What follows belongs to an exercise in optimizing a design on an open flow for a short achievable clock period and few clock cycles; a production flow would make more cautious choices. The RTL was checked by simulation tests, not by an equivalence proof against the original design. No activity file was given, so power comes from the tool's default toggle rates.

**flow/constraint.sdc**
```tcl
create_clock -name core_clock -period 4.5 [get_ports {clk}]
set_input_delay 0.9000 -clock core_clock [delete_from_list [all_inputs] [get_ports {clk}]]
set_output_delay 0.9000 -clock core_clock [all_outputs]
set_load 0.01 [all_outputs]
```
**flow/config.mk**
```make
export PLATFORM = sky130hd
export DESIGN_NAME = Factorial
export DESIGN_NICKNAME = Factorial
export VERILOG_FILES = /design/flow/design.v
export SDC_FILE = /design/flow/constraint.sdc
export NUM_CORES = 4
export LEC_CHECK = 0
export ABC_AREA = 0
export CAP_MARGIN = 20
export CORE_AREA = 2.5 2.5 61.5 61.5
export DIE_AREA = 0 0 64 64
export SETUP_SLACK_MARGIN = 1
export SLEW_MARGIN = 20
```
**flow/design.v**
```verilog
`timescale 1ns / 1ps
module Factorial(
        input clk,
        input rst,
        input start,
        input [3:0] n,
        output reg [31:0] fac,
        output reg done
    );
    always @(*) begin
        case (n)
            4'd0:  fac = 32'h00000001;
            4'd1:  fac = 32'h00000001;
            4'd2:  fac = 32'h00000002;
            4'd3:  fac = 32'h00000006;
            4'd4:  fac = 32'h00000018;
            4'd5:  fac = 32'h00000078;
            4'd6:  fac = 32'h000002d0;
            4'd7:  fac = 32'h000013b0;
            4'd8:  fac = 32'h00009d80;
            4'd9:  fac = 32'h00058980;
            4'd10: fac = 32'h00375f00;
            4'd11: fac = 32'h02611500;
            4'd12: fac = 32'h1c8cfc00;
            4'd13: fac = 32'h7328cc00;
            4'd14: fac = 32'h4c3b2800;
            default: fac = 32'h77775800;
        endcase
        done = start & ~rst;
    end
endmodule
```
**flow/run.sh**
```bash
#!/bin/bash
# synth_recipe.tcl (not shown) runs the flow's synth.tcl, then flattens the netlist and writes it again
# the make line also repeats each setting of config.mk as NAME=value (left out here)
make -C /OpenROAD-flow-scripts/flow DESIGN_CONFIG=/design/flow/config.mk WORK_HOME=/design/flow/orfs CLKGATE_MAP_FILE= SYNTH_SCRIPT=/design/flow/synth_recipe.tcl finish
```
==> metrics list, run 1 <==
- Status: timing/DRC/antenna clean
- Post-Synthesis Cells: 60
- OpenSTA, run right after detailed placement, puts the worst setup slack at slightly below 0.6 ns.
- The total area inside the core boundary comes to 3337 µm².
- During I/O placement, the number of pins put on the boundary was 40.
* Vertical extent of the die: 64 µm
- The path class of the tightest hold or removal check is input pin to output pin.
- The via count of the first global-routing pass came to a little under 500.
- Routability congestion estimate from global placement: ~0.8
- The floorplan step defined a die boundary enclosing approximately 4000 µm².
- Adding up every negative setup slack in the final design gives 0 ns.
- Leak Pwr: between 0.3 and 0.4 nW
- Setup slack after layout: about 1.1 ns
* Detail Placement HPWL: between 1000 and 1500 µm
- Post-layout net count: 107
- Cells taking the most area after synthesis: ha_1 (21%), nor2_1 (8.8%), buf_4 (7.1%)
- Final Instance Count excl. Fillers: roughly 140
* Data required time at the worst endpoint: 3.60 ns
- Grt total ovfl: 0
- Setup repair after global routing could not meet its margin everywhere.
- GRT Resource Usage Total: around 6.7%
- In the final layout, the share of cells above drive strength 1 is around 6.6%.
- Die W: around 64 µm
- Share of the clock period used by the worst path after layout: between 70% and 80%
- Power density of the placed cells: ~96 nW/µm²
- In the synthesized netlist, the cells that appear most often are nor2_1 (10), ha_1 (7), a21oi_1 (4), buf_4 (4), nor3_1 (4).
- In the routed layout, each cell is associated on average with a via count of ~3.7.
* Setup-violating endpoint count in the final report: 0
* Maximum VDD drop: around 15 µV
- The most common cell in the synthesized netlist is nor2_1.
* Largest area contributor in the synthesized netlist: ha_1
* Sequential cell area: 0 µm²
- For this run, the number of Yosys warnings is 1.
* Cell area after synthesis: 424.2 µm²
* Filler cell count: between 300 and 400
- Vias after detailed routing: between 500 and 600
- Buffers inserted to repair hold after CTS numbered 0.
- Dividing the synthesized area by the synthesized cell count gives slightly above 7 µm².
* Maximum number of pins on one net before global-route repair: 18
- Worst setup SP type: input pin
- Final critical delay including setup and external delays: about 3.4 ns
- Data arrives at the worst endpoint at around 2.5 ns.
- The clock buffers instantiated in the layout total 0.
- Unique masters post-synth: 24
- Portion of the post-synthesis area used by sequential elements: 0%
- Area share of the leading cell type in the synthesized netlist: between 20% and 30%
- Quantity of I/O buffers inserted on ports: 38
- Post-synthesis net count: between 70 and 80
- The initial utilization of the core area, before any placement, comes to approximately an eighth.
- The number of antenna violations at the first check in global routing was 0.
- Global-route wire length before repair: approximately 2300 µm
* Number of max-capacitance violations reported: 0
- By startpoint and endpoint, the worst setup path is classified as input pin to output pin.
* Post-detailed-route count of antenna-violating nets: 0
* FF+latch count: 0
- Dividing the detail-routed wire length by the instance count gives roughly 11 µm.
- Timing would allow up to 297.5 MHz.
- Hold Violations, Final: 0
- The floorplan has 21 rows.
* DRC errors left: 0
- For this block, the routed nets add up to between 1000 and 1500 µm of wire.
- Count of inserted antenna diode cells: 0
* # placed instances: ~140
* DR pass1 iterations: 6
- In this run the worst path has a maximum fanout of 6.
* Number of DRC markers after the initial detailed-route iteration: 19
- Synthesis-to-finish area growth: 84.96%
* Number of pins with negative max-slew slack in the final report: 0
- Post-CTS setup buffers: 0
- STA classifies the critical path endpoint as an output pin.
## critical path: stages
cell	delay, ns
clkdlybuf4s15_1	0.28
inv_2	0.10
ha_1	0.35
mux2i_1	0.14
a22o_1	0.15
clkdlybuf4s50_1	0.53
## routing by layer
layer	track usage (%)	part of all wire, %
met5	0	0
met4	0	0
met3	1.408	9.1
met2	13.54	53
met1	7.529	38
## area by class of cell
type	count	area, µm²	share of cell area, %
inverters	4	15.01	1.914
multi-input cells	49	342.8	43.70
well taps	46	57.56	7.337
repair buffers	38	369.1	47.05
## final timing paths
kind / startpoint / endpoint / slack [ns] / depth (start not counted)
setup / recovery: n[0] / fac[12] / 1.14 / 6
hold / removal: n[1] / fac[15] / 2.57 / 3
## cell families after synthesis
| group | Yosys count | synth area share, % |
|---|---|---|
| AO/OA/AOI/OAI | 9 | 17.11 |
| XOR/XNOR | 1 | 2.065 |
| adder cells (fa/ha/maj) | 7 | 20.65 |
| buffers and inverters | 11 | 19.17 |
| multiplexers | 2 | 4.720 |
| other | 1 | 0.8841 |
| AND/OR/NAND/NOR | 29 | 35.40 |
## what timing repair did
action                                  in CTS  in global routing
hold endpoints to repair                     0                  0
cloned                                       0                  0
endpoints found under the setup margin      29                  6
gates resized for setup                      7                  5
## layout by cell type (no fill, tap or decap)
| master | instances |
|---|---|
| inv_2 | 2 |
| mux2i_1 | 2 |
| nand2_1 | 2 |
| nor3_1 | 4 |
| inv_1 | 2 |
| a211oi_1 | 1 |
| and2_1 | 2 |
| dlygate4sd2_1 | 1 |
| ha_1 | 7 |
| clkdlybuf4s15_1 | 1 |
| nor2b_1 | 3 |
| nand2b_1 | 3 |
| a21o_1 | 1 |
| and2b_4 | 1 |
| conb_1 | 1 |
| xnor2_1 | 1 |
| a22o_1 | 2 |
| or2_0 | 1 |
| clkbuf_2 | 1 |
| a21oi_1 | 4 |
| a2bb2o_4 | 1 |
| clkdlybuf4s50_1 | 34 |
| nor2_1 | 10 |
| and3_1 | 3 |
| buf_2 | 1 |
## power by group
group | leakage [nW] | internal (W) | total [W] | switching (W)
Combinational | 0.334 | 0.0000408 | 0.0000756 | 0.0000349
Clock | 0 | 0 | 0 | 0
Sequential | 0 | 0 | 0 | 0
## metrics by stage
step | hold WS (ns) | power, W | instance area [µm²] | util (%)
detailed placement | 2.759 | 0.00007757 | 795.8 | 23.85
global placement | 2.758 | 0.00007676 | 795.8 | 23.85
finish | 2.573 | 0.00007563 | 784.5 | 23.51
CTS | 2.686 | 0.00007695 | 793.3 | 23.77
floorplan | 1.846 | 0.00004030 | 424.2 | -
global route | 2.604 | 0.00008213 | 784.5 | 23.51
Testbench counts, summed over its fixed seeds: cycles 2,400.
==> run 2, diff against run 1 <==
--- a/flow/config.mk
+++ b/flow/config.mk
@@ -9,5 +9,5 @@
 export CAP_MARGIN = 20
 export CORE_AREA = 2.5 2.5 61.5 61.5
 export DIE_AREA = 0 0 64 64
-export SETUP_SLACK_MARGIN = 1
+export SETUP_SLACK_MARGIN = 3
 export SLEW_MARGIN = 20
==> metrics list, run 2 <==
- Count of clock-net buffers in the final layout: 0 (unchanged)
- Share of the clock period used by the worst path after layout: 61.71% (-13 points)
* Most instantiated library cell after synthesis: nor2_1
- Leak Pwr: 0.6464 nW (+94%)
* Filler cell count: 326 (-14%)
- The via count of the first global-routing pass came to 673 (+37%).
* Vias after detailed routing: 654 (+30%)
* Worst Setup End Kind: output pin
* DRC errors left: 0 (unchanged)
* Multi-input gate area: 594.3 µm² (+73%)
* Portion of the post-synthesis area used by sequential elements: 0% (unchanged)
- Most frequent cells after synthesis: nor2_1 (10), ha_1 (7), a21oi_1 (4), buf_4 (4), nor3_1 (4)
* FF+latch count: 0 (unchanged)
- The routed length per instance was 11.52 µm (+9.5%).
- In the layout the commonest cells are buf_6 (34), buf_2 (17), buf_4 (15).
- The global-route usage over all layers came to 9.235% (+2.5 points).
- Floorplan die area: 4096 µm² (unchanged)
- Status: timing/DRC/antenna clean
- The final critical-path required period is 2.777 ns (-0.5843 ns).
- Maximum number of pins on one net before global-route repair: 16 (-2)
* Arithmetic-cell share of the synthesized area counting full adders, half adders and majority gates: 20.65% (unchanged)
* Synthesis-to-finish area growth: 230.7%
- Arrival time of the worst setup path: 1.88 ns (-0.58 ns)
- The first-pass detailed-route iteration total came to 2 (-4).
- FP Rows: 21 (unchanged)
- The complex-gate fraction of the synthesized area came to 17.11% (unchanged).
* Post-synthesis net count: 74 (unchanged)
* Achievable Freq: 360.1 MHz (+21%)
- Combinational family with the most area after synthesis: simple AND/OR/NAND/NOR gates
* Largest area contributor in the synthesized netlist: ha_1
- The number of antenna cells inserted is 0 (unchanged).
- Multiplexer fraction of the synthesized cell area: 4.720% (unchanged)
- Post-Synthesis Cells: 60 (unchanged)
* Post-layout net count: 143 (+34%)
* Global-route wire length before repair: 3139 µm (+34%)
* Unrepaired setup endpoints after global routing: yes
- The iteration-0 DRC count of the detailed router is 4 (-15).
- The core occupancy in the finished layout was 42.03% (+19 points).
- The number of routed nets with antenna violations is 0 (unchanged).
- Setup-violating endpoint count in the final report: 0 (unchanged)
- The required time reported for the critical path endpoint was 3.60 ns (about the same).
- Cell area after synthesis: 424.2 µm² (unchanged)
- The synthesized-area fraction occupied by xor and xnor cells came to 2.065% (unchanged).
* Number of placed I/O pins: 40 (unchanged)
- The vias per cell is 3.780 (+2.6%).
* Vertical extent of the die: 64 µm (unchanged)
- HP Class: input pin to output pin
- Number of pins with negative max-slew slack in the final report: 0 (unchanged)
- Worst setup SP type: input pin
- Cells taking the most area after synthesis: ha_1 (21%), nor2_1 (8.8%), buf_4 (7.1%)
- The unique cell type count in the Yosys netlist is 24 (unchanged).
- Number of buffers added to fix hold violations after cts: 0 (unchanged)
- Number of max-capacitance violations reported: 0 (unchanged)
- Initial antenna violation count: 0 (unchanged)
* Grt total ovfl: 0 (unchanged)
* Starting utilization of the core area: 12.71% (unchanged)
* Detailed Route WL: 1993 µm (+38%)
* Most frequent standard cell in the layout excluding fill and tap cells: buf_6
- The simple-gate portion of the synthesized area came to 35.40% (unchanged).
- The top fanout value on the critical path was 4 (-2).
* Average instance area after synthesis: 7.069 µm² (unchanged)
- The sequential cell area was 0 µm² (unchanged).
- Total power after layout: 0.0001345 W (+78%)
- The setup TNS was 0 ns (unchanged).
- The placeable core region was 3337 µm² (unchanged).
* Count of warnings emitted by yosys: 1 (unchanged)
* Area share of the leading cell type in the synthesized netlist: 20.65% (unchanged)
* Maximum VDD drop: 36.04 µV (+140%)
- The half-perimeter wire length of the detailed placement result is 1295 µm (+7.4%).
- The fraction of final layout cells sized beyond drive strength 1 was 88.98% (+82 points).
- Routability congestion estimate from global placement: 0.7264 (-9.4%)
- The final hold violation count came to 0 (unchanged).
- Crit Path Class: input pin to output pin
- The power per standard cell area came to 95.86 nW/µm² (-0.56%).
- The horizontal die dimension came to 64 µm (unchanged).
* Quantity of I/O buffers inserted on ports: 38 (unchanged)
[run 2: cell counts after synthesis]
Identical to the previous run, type by type.
[run 2: final cells by class]
class	instances	share of cell area (%)
tap	46	4.103
timing repair buffer	74	51.11
multi-input combinational	49	42.37
inverter	4	2.409
[run 2: per-layer routing]
| layer | global-route usage, % | vias to the layer above | wire length (µm) |
|---|---|---|---|
| li1 | - | 332 | - |
| met1 | 10.72 | 300 | 789 |
| met2 | 18.36 | 20 | 1104 |
| met3 | 1.056 | 2 | 81 |
| met4 | 0.8152 | 0 | 17 |
| met5 | 0 | - | 0 |
[run 2: cell families (layout without fill, tap and decap cells)]
group | count (synthesis) | in the layout
adders and majority gates | 7 | 7
buffers and inverters | 11 | 78
xor gates and xnor gates | 1 | 1
muxes | 2 | 2
other | 1 | 1
and+or+nand+nor | 29 | 29
AOI/OAI and AO/OA | 9 | 9
[run 2: critical path, cell delays in order]
cell,delay (ns)
buf_12,0.08
clkinvlp_4,0.13
buf_6,0.15
ha_4,0.15
or2_0,0.20
a21oi_2,0.11
buf_2,0.15
[run 2: where the power goes]
group	total (W)	switching, W	internal [W]
Clock	0	0	0
Combinational	0.000134	0.0000577	0.0000768
Sequential	0	0	0
Total	0.000134	0.0000577	0.0000768
[run 2: per-stage QoR]
stage,hold WS (ns),cells,setup slack (ns),area (µm²)
floorplan,1.822,60,1.981,634.4
CTS,2.010,167,1.675,1276
global placement,2.782,141,0.5893,1030
detailed placement,2.780,141,0.5636,1030
finish,2.007,173,1.723,1403
global route,2.015,173,1.661,1403
[run 2: repair_timing]
action | 4_1_cts | 5_1_grt
setup endpoints to repair | 32 | 32
resized for setup | 197 | 22
pin swaps | 16 | 13
setup buffers | 26 | 6
gates cloned | 0 | 0
[run 2: final timing paths]
kind	from	endpoint	depth (start not counted)
worst max-delay path	n[0]	fac[16]	7
worst min-delay path	rst	done	3
